Background: an optimization exercise with open tools, aiming at small area, a short achievable clock period and few clock cycles per item. Do not read the settings as production practice.
Function was not checked in any run shown here: the RTL went through the layout flow alone.
Power and IR drop assume default switching activity.

<file path="flow/config.mk">
export PLATFORM = sky130hd
export DESIGN_NAME = ATCONV
export DESIGN_NICKNAME = ATCONV
export VERILOG_FILES = /design/flow/design.v
export SDC_FILE = /design/flow/constraint.sdc
export NUM_CORES = 4
export LEC_CHECK = 0
export CAP_MARGIN = 20
export CORE_MARGIN = 2
export CORE_UTILIZATION = 40
export CTS_CLUSTER_DIAMETER = 100
export CTS_CLUSTER_SIZE = 25
export SLEW_MARGIN = 20
</file>
<file path="flow/constraint.sdc">
create_clock -name core_clock -period 10.0 [get_ports {clk}]
set_input_delay 2.0000 -clock core_clock [delete_from_list [all_inputs] [get_ports {clk}]]
set_output_delay 2.0000 -clock core_clock [all_outputs]
set_load 0.01 [all_outputs]
</file>
<file path="flow/design.v">
`timescale 1ns/10ps
module  ATCONV(
	input		clk,
	input		reset,
	output 	    busy,
	input		ready,
	output reg	[11:0]	iaddr,
	input signed [12:0]	idata,
	output	reg 	cwr,
	output  reg	[11:0]	caddr_wr,
	output reg 	[12:0] 	cdata_wr,
	output	reg 	crd,
	output  reg	[11:0] 	caddr_rd,
	input 	[12:0] 	cdata_rd,
	output reg 	csel
	);
	localparam K = 4;           
	localparam L = K + 2;       
	function [16:0] bk17;
		input [16:0] x, z;
		input ci;
		reg [16:0] p, g, p0;
		integer k, i, s;
		begin
			p = x ^ z; g = x & z; p0 = p;
			g[0] = g[0] | (p[0] & ci);
			for (k = 0; k < 5; k = k + 1) begin
				s = 1 << k;
				for (i = 0; i < 17; i = i + 1)
					if (((i + 1) % (2*s)) == 0) begin
						g[i] = g[i] | (p[i] & g[i - s]);
						p[i] = p[i] & p[i - s];
					end
			end
			for (k = 3; k >= 0; k = k - 1) begin
				s = 1 << k;
				for (i = 0; i < 17; i = i + 1)
					if (i >= 3*s - 1 && ((i + 1 - s) % (2*s)) == 0) begin
						g[i] = g[i] | (p[i] & g[i - s]);
						p[i] = p[i] & p[i - s];
					end
			end
			bk17 = p0 ^ {g[15:0], ci};
		end
	endfunction
	reg        run;
	reg [2:0]  ci;
	reg [5:0]  s;
	reg        cp;
	reg [4:0]  b;
	assign busy = run;
	wire tail   = b[4] & (s == 6'd2);
	wire last_i = tail ? (ci == 3'd4) : (ci == L-1);
	reg [2:0] n_ci;
	reg [5:0] n_s;
	reg       n_cp;
	reg [4:0] n_b;
	always @(*) begin
		n_ci = ci + 3'd1;
		n_s  = s;
		n_cp = cp;
		n_b  = b;
		if (last_i) begin
			n_ci = 3'd0;
			if (b[4]) begin
				if (s != 6'd2) n_s = s + 6'd1;
			end else if (s == 6'd32) begin
				n_s = 6'd0;
				n_cp = ~cp;
				if (cp) n_b = b + 5'd1;
			end else
				n_s = s + 6'd1;
		end
	end
	wire [7:0] row  = {b[4:1], 3'b000} + {7'd0, b[0]} + {4'd0, ci, 1'b0} - 8'd2;
	wire [5:0] rowc = row[7] ? 6'd0 : (row[6] ? 6'd63 : row[5:0]);
	wire [5:0] sm1  = s - 6'd1;
	wire [5:0] s32  = 6'd32 - s;
	wire [5:0] col  = cp ? ((s == 6'd0) ? 6'd0 : {sm1[4:0], 1'b1})
	                     : ((s == 6'd0) ? 6'd63 : {s32[4:0], 1'b0});
	wire wv = (ci >= 3'd2) &
	          (((s >= 6'd2) & ~b[4]) | ((s == 6'd0) & ((b != 5'd0) | cp)));
	wire fl = (s == 6'd0);      
	reg [12:0] pix, x1, x2;
	always @(posedge clk) begin
		pix <= idata;
		x1  <= pix;
		x2  <= x1;
	end
	reg [4:0] wvp;           
	reg [2:0] flp;           
	always @(posedge clk or posedge reset) begin
		if (reset) begin
			wvp <= 5'b00000;
			flp <= 3'b000;
		end else begin
			wvp <= {wvp[3:0], wv & run};
			flp <= {flp[1:0], fl};
		end
	end
	reg [17*L-1:0] Pring;
	reg [16*L-1:0] Nring;
	reg  [14:0] ur;
	always @(posedge clk)
		ur <= {{2{x2[12]}}, x2} + {{2{pix[12]}}, pix} + 15'd47;
	wire [15:0] v  = {ur[14], ur} + {x2[12], x2, 2'b00};         
	wire [16:0] cc = {x2, 4'b0000} - {ur[14], ur, 1'b0};         
	reg  [15:0] Vr, Xo;
	reg  [16:0] Cr;
	always @(posedge clk) begin
		Vr <= v;
		Xo <= flp[2] ? Nring[31:16] : v;
		Cr <= cc;
	end
	wire [16:0] t2 = bk17(Pring[16:0], ~{Xo[15], Xo}, 1'b1);    
	wire [16:0] Pn = bk17(Cr, ~{Nring[15], Nring[15:0]}, 1'b1);
	reg  [12:0] t2r;
	always @(posedge clk) begin
		Pring <= {Pn, Pring[17*L-1:17]};
		Nring <= {Vr, Nring[16*L-1:16]};
		t2r   <= t2[16:4];
	end
	wire ok0 = ~t2r[12] & (|t2r[11:0]) & (t2r[11:0] < 12'hFF5);
	wire [12:0] l0 = {1'b0, t2r[11:0] & {12{ok0}}};
	reg [5:0] wrow, wcol;
	always @(posedge clk or posedge reset) begin
		if (reset) begin
			wrow <= 6'd0;
			wcol <= 6'd62;
		end else if (wvp[4]) begin
			if (wrow[2:1] != 2'b11)
				wrow <= wrow + 6'd2;
			else begin
				wrow <= wrow - 6'd6;
				if (wcol == 6'd63) begin
					wcol <= 6'd62;
					wrow <= wrow[0] ? wrow + 6'd1 : wrow - 6'd5;
				end else if (wcol == 6'd0)
					wcol <= 6'd1;
				else if (wcol[0])
					wcol <= wcol + 6'd2;
				else
					wcol <= wcol - 6'd2;
			end
		end
	end
	reg [12:0] pc;             
	reg        pst, pwp, c0, r0, rv, lastw;
	reg [12:0] rdr, mx;
	reg [3:0]  rg;             
	wire [3:0]  ng  = pc[12:9] + {3'd0, crd & (&pc[8:0])};
	wire        pen = ~ng[3] & (ng < rg);
	wire [9:0]  l1a = pc[11:2] - 10'd1;
	wire [8:0]  mxi = mx[12:4] + 9'd1;
	wire [12:0] l1 = (mx[3:0] != 4'd0) ? {mxi, 4'b0000} : mx;
	wire [2:0] st  = tail ? 3'd3 : 3'd4;
	wire wr1  = (ci == 3'd0) & pwp;
	always @(posedge clk) begin
		rdr <= cdata_rd;
		if (rv) mx <= (r0 | (rdr > mx)) ? rdr : mx;
		cdata_wr <= wr1 ? l1 : l0;
		caddr_wr <= wr1 ? {2'b00, l1a} : {wrow, wcol};
		if (!run) iaddr <= 12'd63;
		else iaddr <= {rowc, col};
		if (!run) caddr_rd <= 12'd0;
		else begin
			caddr_rd[0]    <= pc[0] ^ crd;
			caddr_rd[6]    <= pc[1] ^ (crd & pc[0]);
			caddr_rd[5:1]  <= pc[6:2] + {4'd0, crd & (&pc[1:0])};
			caddr_rd[11:7] <= pc[11:7] + {4'd0, crd & (&pc[6:0])};
		end
	end
	always @(posedge clk or posedge reset) begin
		if (reset) begin
			run <= 1'b0;
			ci <= 3'd1; s <= 6'd0; cp <= 1'b0; b <= 5'd0;
			pc <= 13'd0; pst <= 1'b0; pwp <= 1'b0; c0 <= 1'b0;
			r0 <= 1'b0; rv <= 1'b0; lastw <= 1'b0; rg <= 4'd0;
			crd <= 1'b0; cwr <= 1'b0; csel <= 1'b0;
		end else begin
			r0 <= c0;
			rv <= crd;
			rg <= ((s >= 6'd2) | cp | b[0]) ? b[4:1] : ((b[4:1] == 4'd0) ? 4'd0 : b[4:1] - 4'd1);
			if (!run) begin
				run <= ready;
				cwr <= 1'b0;
				crd <= 1'b0;
				csel <= 1'b0;
				c0 <= 1'b0;
			end else if (lastw) begin
				run <= 1'b0;
				ci <= 3'd1; s <= 6'd0; cp <= 1'b0; b <= 5'd0;
				pc <= 13'd0; pst <= 1'b0; pwp <= 1'b0; c0 <= 1'b0; lastw <= 1'b0;
				crd <= 1'b0; cwr <= 1'b0; csel <= 1'b0;
			end else begin
				ci <= n_ci; s <= n_s; cp <= n_cp; b <= n_b;
				pc <= pc + {12'd0, crd};
				if (ci == st) begin
					pst <= pen;
					pwp <= pst;
					crd <= pen;
					c0  <= pen;
				end else begin
					c0 <= 1'b0;
					crd <= (ci == st + 3'd1 || ci == 3'd1 || ci == 3'd2) ? pst : 1'b0;
				end
				cwr   <= wvp[4] | wr1;
				csel  <= wr1;
				lastw <= wr1 & (l1a == 10'h3FF);
			end
		end
	end
endmodule
</file>
<file path="flow/flow/run.sh">
#!/bin/bash
set -euo pipefail
export BUFFER_PORTS_ARGS="-buffer_cell sky130_fd_sc_hd__buf_4"
export SETUP_SLACK_MARGIN=7.0
bash standard.sh > standard.log 2>&1
</file>
<file path="flow/standard.sh">
#!/bin/bash
# synth_recipe.tcl (not shown) runs the flow's synth.tcl, then flattens the netlist and writes it again
# the make line also repeats each setting of config.mk as NAME=value (left out here)
make -C /OpenROAD-flow-scripts/flow DESIGN_CONFIG=/design/flow/config.mk WORK_HOME=/design/flow/orfs CLKGATE_MAP_FILE= SYNTH_SCRIPT=/design/flow/synth_recipe.tcl "${@:-finish}"
</file>
==> notes.md, run 1 <==
Critical Path Stages=1; vias per inst=approximately 4.8; share of cells above drive strength 1=0.127; Max VDD drop=around 0.00013 V; synthesis warning total=1; largest net degree at the start of global routing=63; RePlAce Congestion=just over 0.8; RSZ-0062 raised after global routing=true; row cnt=between 70 and 80; post-synthesis compound-gate area fraction=0.0985; Routed WL=27600 um; Synth Area in XOR/XNOR=0.0517; antenna violations before repair=0; Mapped Cells=1482; Post-CTS Hold Buffers=0; Req. time, crit path=about 8.0 ns; CTS H-tree depth=1; placed cell area=0.0176 mm2; grt ovf=0; Cell Chain, Critical Path=buf_6; Ports=slightly above 80; Routed Antenna Nets=0; Num CTS Buffers=22; post-synthesis mux area share=0.00869; Top FF cell, synth=dfxtp_1; Inserted Diodes=0; Async SR Flop Fraction=0.138; Largest stage delay, worst path=slightly above 0.4 ns; vias in the first global route=about 9600; EDFF count, synth=13; fillers=around 3700; CP Max Fanout=2; status=timing/DRC/antenna clean; Detailed Routing Iterations Pass 1=5; Cell variety after synth=between 70 and 80; Worst Reg-to-Reg Cells=12; slowest library cell on the worst path=dfrtp_1; Simple-Gate Fraction of Synth Area=0.0996; Post-Route Skew=between 0.015 and 0.02 ns; Final Instance Area=~0.019 mm2; commonest non-fill, non-tap cell in the layout=dfxtp_1; clk sinks=about 450; Die Wd=207 um; crit-path leading delay family=flip-flops; worst slew pin tran=1.01 ns; largest family of logic cells by synthesized area=adder cells; first-pass GRT wire length=between 40000 and 50000 um; Slew headroom=0.321; P_leak=between 8 and 9 nW; Die Y=between 200 and 250 um; total negative setup slack=0 ns; Max Cap Viol=0; total number of vias=10000; power per standard cell area=308 mW/mm2; final setup violating endpoints=0; Critical Path Sink=crd; Clock Latency Late Sink=~0.54 ns; Core Box Area=0.0406 mm2; Crit path buffers/inverters=1; Max Transition Viols Final=0; area delta synth->final=12.8%; Synth Net Count=roughly 1700; critical path startpoint=crd; clk buf depth=3; WL per Instance=~13 um; worst r2r src=crd; Total GRT Usage=0.131; CTS tree=yes; adder-cell share of the synthesized area=0.125; register area share after synthesis=0.575; DRC viols=0; IO buf count=between 80 and 90; FF-to-FF End=pst; Final Hold Fails=0; crit path kind=reg -> out; most frequent cells in the layout=dfxtp_1 (327), inv_1 (146), ha_1 (135); flops & latches, synth=449; Post-Syn Area=between 0.015 and 0.02 mm2; arrival time worst endpoint=roughly 1.1 ns; syn_area_per_cell=between 10 and 15 um2; nets=roughly 1700; reg2reg setup slack=7.10 ns; Initial Utilization=0.404; crit start category=register; Final Critical Period=between 3 and 4 ns; die area=roughly 0.043 mm2; clock slew at reported path FFs=0.10 ns; Detail Placement HPWL=about 20000 um; clock root buffer master=clkbuf_16; Final Cycle Share=0.308; Hold Crit Class=reg -> reg; Iter 0 DRT Violations=between 400 and 500; Max Freq=~0.32 GHz; Crit. End Element=output port
[synthesized netlist by cell type (8+ instances only)]
library cell  number  area, um2
a31oi_1           10       62.6
dfxtp_1          374       7490
nor3_1            26        130
nor2b_1           10       62.6
nand4_1           18        113
xnor2_1           59        517
nand3_1           28        140
inv_1            147        552
fa_1              18        360
a21o_1            26        195
nand2b_1          12       75.1
nand2_1           94        353
a21oi_1           78        390
ha_1             135       1690
nor4_1             8       50.1
xor2_1            38        333
mux2_2            10        113
nor2_1            71        267
o21ai_0           70        350
edfxtp_1          13        390
o21a_1             8       60.1
clkbuf_1          28        105
o22ai_1            8       50.1
dfrtp_1           56       1400
and3_1            13       81.3
and2_1            18        113
[final cells by class]
cell class / instances / area, um2 / area share
Sequential cell: 449 / 9500 / 0.513
Tap cell: 532 / 666 / 0.0359
Multi-Input combinational cell: 853 / 6300 / 0.340
Timing Repair Buffer: 87 / 852 / 0.0460
Inverter: 148 / 559 / 0.0302
Clock buffer: 31 / 616 / 0.0332
Clock inverter: 2 / 28.8 / 0.00155
[worst min-delay path by stage]
stage	start	endpoint	slack, ns	depth (start not counted)
floorplan	Nring[32]	Nring[16]	0.31	0
global placement	Pring[68]	Pring[51]	0.31	0
detailed placement	Nring[48]	Nring[32]	0.31	0
CTS	Nring[94]	Nring[78]	0.32	0
global route	Vr[15]	Nring[95]	0.32	0
finish	Nring[94]	Nring[78]	0.32	0
[metal layers]
metal  routed length, um  GRT usage  up-vias
li1                    -          -     5142
met2               12300      0.213      157
met3                1120     0.0220       28
met1               13800      0.183     4676
met5                   0          0        -
met4                 428     0.0265        0
[flip-flops by register name (all words and copies together), names as in the netlist, 15 cells and up, named ones only]
name and cells:
Vr 16, Cr 15, Xo 16, Nring 96, ur 15, Pring 102
[per-stage QoR]
step / setup WS, ns / util / hold WS (ns) / instances / total power (W)
floorplan: 7.18 / - / 0.310 / 1482 / 0.00417
global placement: 6.98 / 0.433 / 0.310 / 2068 / 0.00466
detailed placement: 6.96 / 0.433 / 0.312 / 2068 / 0.00472
CTS: 6.88 / 0.455 / 0.318 / 2102 / 0.00578
global route: 6.87 / 0.456 / 0.323 / 2102 / 0.00620
finish: 6.92 / 0.456 / 0.318 / 2102 / 0.00571
[cells by family (layout without fill, tap and decap cells)]
group / after synthesis / in the layout
compound gates: 260 / 260
mux: 13 / 13
simple gates: 330 / 330
flops: 449 / 449
fa+ha+maj: 153 / 153
buf+inv: 180 / 268
xor+xnor: 97 / 97
[what timing repair did]
| action | CTS | global route |
|---|---|---|
| gates cloned | 0 | 0 |
| setup endpoints to repair | 56 | 57 |
| buffers inserted | 1 | 0 |
| pin swaps | 0 | 0 |
| resized for setup | 82 | 26 |
[where the power goes]
| group | total [W] | leakage (nW) | internal (W) | switching [W] |
|---|---|---|---|---|
| sequential | 0.00284 | 4.07 | 0.00252 | 0.000319 |
| combinational | 0.00188 | 3.98 | 0.000903 | 0.000978 |
| clock | 0.000981 | 0.313 | 0.000438 | 0.000544 |
==> run 2, diff against run 1 <==
--- a/flow/design.v
+++ b/flow/design.v
@@ -12,3 +12,3 @@
 	output	reg 	crd,
-	output  reg	[11:0] 	caddr_rd,
+	output  	[11:0] 	caddr_rd,
 	input 	[12:0] 	cdata_rd,
@@ -43,2 +43,15 @@
 			bk17 = p0 ^ {g[15:0], ci};
+		end
+	endfunction
+	function [12:0] inc13;
+		input [12:0] x;
+		input ci;
+		reg c;
+		integer i;
+		begin
+			c = ci;
+			for (i = 0; i < 13; i = i + 1) begin
+				inc13[i] = x[i] ^ c;
+				c = c & x[i];
+			end
 		end
@@ -89,3 +102,3 @@
 	end
-	reg [4:0] wvp;           
+	reg [3:0] wvp;           
 	reg [2:0] flp;           
@@ -93,6 +106,6 @@
 		if (reset) begin
-			wvp <= 5'b00000;
+			wvp <= 4'b0000;
 			flp <= 3'b000;
 		end else begin
-			wvp <= {wvp[3:0], wv & run};
+			wvp <= {wvp[2:0], wv & run};
 			flp <= {flp[1:0], fl};
@@ -102,8 +115,7 @@
 	reg [16*L-1:0] Nring;
-	reg  [14:0] ur;
-	always @(posedge clk)
-		ur <= {{2{x2[12]}}, x2} + {{2{pix[12]}}, pix} + 15'd47;
-	wire [15:0] v  = {ur[14], ur} + {x2[12], x2, 2'b00};         
-	wire [16:0] cc = {x2, 4'b0000} - {ur[14], ur, 1'b0};         
-	reg  [15:0] Vr, Xo;
+	wire [15:0] sx2 = {{3{x2[12]}}, x2};
+	wire [15:0] spx = {{3{pix[12]}}, pix};
+	wire [15:0] v   = sx2 + spx + {x1[12], x1, 2'b00} + 16'd94;                 
+	wire [16:0] cc  = {x1, 4'b0000} - {sx2[15], sx2, 1'b0} - {spx[15], spx, 1'b0};  
+	reg  [15:0] Vr;
 	reg  [16:0] Cr;
@@ -111,7 +123,8 @@
 		Vr <= v;
-		Xo <= flp[2] ? Nring[31:16] : v;
 		Cr <= cc;
 	end
+	wire [15:0] Nh = Nring[15:0];
+	wire [15:0] Xo = flp[2] ? Nh : Vr;
 	wire [16:0] t2 = bk17(Pring[16:0], ~{Xo[15], Xo}, 1'b1);    
-	wire [16:0] Pn = bk17(Cr, ~{Nring[15], Nring[15:0]}, 1'b1);
+	wire [16:0] Pn = bk17(Cr, ~{Nh[15], Nh}, 1'b1);
 	reg  [12:0] t2r;
@@ -129,3 +142,3 @@
 			wcol <= 6'd62;
-		end else if (wvp[4]) begin
+		end else if (wvp[3]) begin
 			if (wrow[2:1] != 2'b11)
@@ -147,5 +160,6 @@
 	reg [12:0] pc;             
-	reg        pst, pwp, c0, r0, rv, lastw;
-	reg [12:0] rdr, mx;
-	reg [3:0]  rg;             
+	reg        pst, pwp, c0;
+	reg [12:0] mx;
+	assign caddr_rd = {pc[11:7], pc[1], pc[6:2], pc[0]};
+	reg  [3:0]  rg;            
 	wire [3:0]  ng  = pc[12:9] + {3'd0, crd & (&pc[8:0])};
@@ -155,7 +169,6 @@
 	wire [12:0] l1 = (mx[3:0] != 4'd0) ? {mxi, 4'b0000} : mx;
-	wire [2:0] st  = tail ? 3'd3 : 3'd4;
-	wire wr1  = (ci == 3'd0) & pwp;
-	always @(posedge clk) begin
-		rdr <= cdata_rd;
-		if (rv) mx <= (r0 | (rdr > mx)) ? rdr : mx;
+	wire wr1  = (ci == 3'd4) & pwp;
+	wire done = cwr & csel & (caddr_wr[9:0] == 10'h3FF);
+	always @(posedge clk) begin
+		if (crd) mx <= (c0 | (cdata_rd > mx)) ? cdata_rd : mx;
 		cdata_wr <= wr1 ? l1 : l0;
@@ -164,9 +177,2 @@
 		else iaddr <= {rowc, col};
-		if (!run) caddr_rd <= 12'd0;
-		else begin
-			caddr_rd[0]    <= pc[0] ^ crd;
-			caddr_rd[6]    <= pc[1] ^ (crd & pc[0]);
-			caddr_rd[5:1]  <= pc[6:2] + {4'd0, crd & (&pc[1:0])};
-			caddr_rd[11:7] <= pc[11:7] + {4'd0, crd & (&pc[6:0])};
-		end
 	end
@@ -176,8 +182,5 @@
 			ci <= 3'd1; s <= 6'd0; cp <= 1'b0; b <= 5'd0;
-			pc <= 13'd0; pst <= 1'b0; pwp <= 1'b0; c0 <= 1'b0;
-			r0 <= 1'b0; rv <= 1'b0; lastw <= 1'b0; rg <= 4'd0;
+			pc <= 13'd0; pst <= 1'b0; pwp <= 1'b0; c0 <= 1'b0; rg <= 4'd0;
 			crd <= 1'b0; cwr <= 1'b0; csel <= 1'b0;
 		end else begin
-			r0 <= c0;
-			rv <= crd;
 			rg <= ((s >= 6'd2) | cp | b[0]) ? b[4:1] : ((b[4:1] == 4'd0) ? 4'd0 : b[4:1] - 4'd1);
@@ -189,6 +192,6 @@
 				c0 <= 1'b0;
-			end else if (lastw) begin
+			end else if (done) begin
 				run <= 1'b0;
 				ci <= 3'd1; s <= 6'd0; cp <= 1'b0; b <= 5'd0;
-				pc <= 13'd0; pst <= 1'b0; pwp <= 1'b0; c0 <= 1'b0; lastw <= 1'b0;
+				pc <= 13'd0; pst <= 1'b0; pwp <= 1'b0; c0 <= 1'b0;
 				crd <= 1'b0; cwr <= 1'b0; csel <= 1'b0;
@@ -196,4 +199,4 @@
 				ci <= n_ci; s <= n_s; cp <= n_cp; b <= n_b;
-				pc <= pc + {12'd0, crd};
-				if (ci == st) begin
+				pc <= inc13(pc, crd);
+				if (ci == 3'd3) begin
 					pst <= pen;
@@ -204,7 +207,6 @@
 					c0 <= 1'b0;
-					crd <= (ci == st + 3'd1 || ci == 3'd1 || ci == 3'd2) ? pst : 1'b0;
+					crd <= (ci == 3'd4 || ci == 3'd5) ? 1'b0 : pst;
 				end
-				cwr   <= wvp[4] | wr1;
-				csel  <= wr1;
-				lastw <= wr1 & (l1a == 10'h3FF);
+				cwr  <= wvp[3] | wr1;
+				csel <= wr1;
 			end
==> flow/flow/run.sh (replaced) <==
#!/bin/bash
set -euo pipefail
export BUFFER_PORTS_ARGS="-buffer_cell sky130_fd_sc_hd__buf_4"
export SETUP_SLACK_MARGIN=6.5
bash standard.sh > standard.log 2>&1
==> run 2 against run 1 <==
Sequential share of layout area shrank 2.3 points. Clock power down 11%. Non-clock buffer count is 3 lower. Via count decreased by 10%. Setup slack lost 0.34 ns. Largest cell class unchanged. Highest routed layer unchanged.
==> notes.md, run 2 <==
status=timing/DRC/antenna clean; Die Wd=approximately 200 um; max FFs per register=about 100; pre-CTS WS=approximately 6.3 ns; total negative setup slack=0 ns; flops & latches, synth=approximately 390; Max Cap Viol=0; CP Max Fanout=54; Detail Placement HPWL=19300 um; Hold Path Cell Cnt=0; power per standard cell area=~310 mW/mm2; EDFF count, synth=13; Detailed Routing Iterations Pass 1=5; Final Hold Fails=0; vias in the first global route=about 8800; die area=slightly below 0.04 mm2; vias per inst=around 4.7; Mapped Cells=between 1000 and 1500; Top FF cell, synth=dfxtp_1; syn_area_per_cell=roughly 11 um2; crit path kind=reg -> out; Async SR Flop Fraction=0.149; Post-Route Skew=0.0186 ns; clk buf depth=3; commonest non-fill, non-tap cell in the layout=dfxtp_1; Post-Syn Area=0.0151 mm2; leading area contributor after synthesis=dfxtp_1; worst slew pin tran=1.01 ns; Inserted Diodes=0; Num CTS Buffers=20; final setup violating endpoints=0; largest reg by FF count=Pring; most frequent cells in the layout=dfxtp_1 (318), inv_1 (141), ha_1 (134); Post-synth top cells=dfxtp_1 (318), inv_1 (142), ha_1 (134), nand2_1 (84), a21oi_1 (64); antenna violations before repair=0; nets=between 1500 and 2000; Yosys top cell area share=0.421; Crit. End Element=output port; Max Transition Viols Final=0; P_leak=roughly 7.7 nW; first-pass GRT wire length=42700 um; Final Cycle Share=0.341; top post-synthesis cells by area=dfxtp_1 (42%), ha_1 (11%), dfrtp_1 (8.6%), fa_1 (5.7%), inv_1 (3.5%); Max Freq=about 0.29 GHz; Max VDD drop=~0.00012 V; Hold Crit Class=reg -> reg; Ports=between 80 and 90; DRC viols=0; Total GRT Usage=0.132; Post CTS Setup Buffer Count=0; Final Critical Period=3.41 ns; Post-CTS Hold Buffers=0; total number of vias=~9000; Slew headroom=0.325; CTS H-tree depth=1; arrival time worst endpoint=around 1.4 ns; Crit path buffers/inverters=2; register area share after synthesis=0.544; Req. time, crit path=8.00 ns; area delta synth->final=11.1%; largest net degree at the start of global routing=between 50 and 60; Cell variety after synth=69; Synth Net Count=1541; crit-path leading delay family=buffers and inverters; Clock Latency Late Sink=0.53 ns; Cell Chain, Critical Path=buf_6 -> buf_4; row cnt=between 70 and 80; clk sinks=approximately 400; WL per Instance=13.1 um; Worst Reg-to-Reg Cells=15; Routed WL=approximately 25000 um; share of cells above drive strength 1=0.0948; Routed Antenna Nets=0; Largest stage delay, worst path=0.35 ns; Iter 0 DRT Violations=443; Critical Path Stages=2; synthesis warning total=1; IO buf count=between 80 and 90; CTS tree=yes; RePlAce Congestion=between 0.8 and 0.9; Die Y=198 um; count leader, synth=dfxtp_1; crit start category=register; clock slew at reported path FFs=around 0.09 ns; Initial Utilization=0.404; worst setup margin=~6.6 ns; slowest library cell on the worst path=dfrtp_1; Largest regs=Pring: 102 flops, Nring: 96 flops, Cr: 16 flops; Core Box Area=roughly 0.037 mm2; grt ovf=0; RSZ-0062 raised after global routing=false; clock root buffer master=clkbuf_16
==> run 2: cell count changes after synthesis, moves of 11 or more <==
cell	previous run	this run
mux2i_1	3	18
xor2_1	38	23
fa_1	18	43
clkbuf_1	28	17
and2_1	18	7
dfxtp_1	374	318
buf_4	1	13
nor2_1	71	48
a21oi_1	78	64
==> run 2: worst paths after layout <==
path	start	to	slack, ns
min in group asynchronous	reset	s[1]	1.68
hold / removal	Pring[83]	Pring[66]	0.32
max in group asynchronous	reset	flp[2]	7.79
setup / recovery	run	busy	6.59
hold reg to reg	Pring[83]	Pring[66]	0.32
setup reg to reg	crd	pc[12]	6.86
==> run 2: layout make-up <==
type | instances | area [um2]
clock inverter | 4 | 43.8
fill | 3473 | 20600
sequential | 389 | 8220
multi-input combinational | 768 | 6170
tap | 511 | 639
inverter | 142 | 533
timing repair buffer | 84 | 634
clock buffer | 26 | 544
==> run 2: timing repair <==
item,in CTS,in global routing
hold endpoints to repair,0,0
cloned,0,0
pin swaps,0,0
resized for setup,1,1
endpoints found under the setup margin,1,3
==> run 2: stage by stage <==
| step | cells | total power, W | cell area, um2 | utilization | hold slack [ns] |
|---|---|---|---|---|---|
| finish | 1924 | 0.00513 | 16800 | 0.449 | 0.319 |
| CTS | 1924 | 0.00522 | 16800 | 0.449 | 0.313 |
| global placement | 1894 | 0.00426 | 16200 | 0.433 | 0.310 |
| floorplan | 1335 | 0.00380 | 15100 | - | 0.310 |
| detailed placement | 1894 | 0.00433 | 16200 | 0.433 | 0.312 |
| global route | 1924 | 0.00559 | 16800 | 0.449 | 0.326 |
==> run 2: worst reg2reg max path, delay by kind of cell, from the launching register on <==
| kind | cells | cell delay [ns] |
|---|---|---|
| AO/OA/AOI/OAI | 2 | 0.24 |
| adder cells (fa/ha/maj) | 12 | 2.29 |
| flip-flops | 1 | 0.48 |
| AND/OR/NAND/NOR | 1 | 0.06 |
==> run 2: power breakdown <==
part / switching (W) / internal [W]
logic: 0.000934 / 0.000828
clock network: 0.000481 / 0.000394
registers: 0.000295 / 0.00220
total: 0.00171 / 0.00342
==> run 2: per-layer routing <==
metal / part of all wire / routed length [um] / global-route usage / up-vias
met5: 0 / 0 / 0 / -
met4: 0.019 / 481 / 0.0273 / 0
met3: 0.035 / 873 / 0.0186 / 28
met2: 0.44 / 11100 / 0.217 / 130
met1: 0.51 / 12800 / 0.186 / 4189
li1: - / - / - / 4611
==> run 2: cells by family after synthesis <==
group,Yosys count,share of synthesized area
simple gates,266,0.0887
fa+ha+maj,177,0.168
xor+xnor,80,0.0464
buf+inv,178,0.0482
mux,20,0.0134
compound gates,225,0.0915
flops,389,0.544

[afterwards: timing with drivers on the ports]
In the flow no input, the clock included, has a driving cell. The finished layouts below were timed again as built, in two steps.
Step 1, drivers: a clkbuf_16 drives clk and a buf_2 each remaining input, both assumed.
Step 2 also shifts input and output timing later by t, the mid clock arrival at the registers, as if the neighbouring blocks saw the same clock.
a / b / c = ideal ports / drivers / drivers and shift; a / b = the first two.
run | shift t [ns] | setup WS [ns] | worst data-port slew with drivers (ns)
run 1 | 0.589 | 6.921 / 6.867 / 7.102 | 0.04
run 2 | 0.562 | 6.585 / 6.538 / 6.304 | 0.04
After both steps every run listed still meets setup and hold. The setup slack of run 2, which loses most, moves by -0.047 ns with the drivers and by -0.281 ns with both steps.
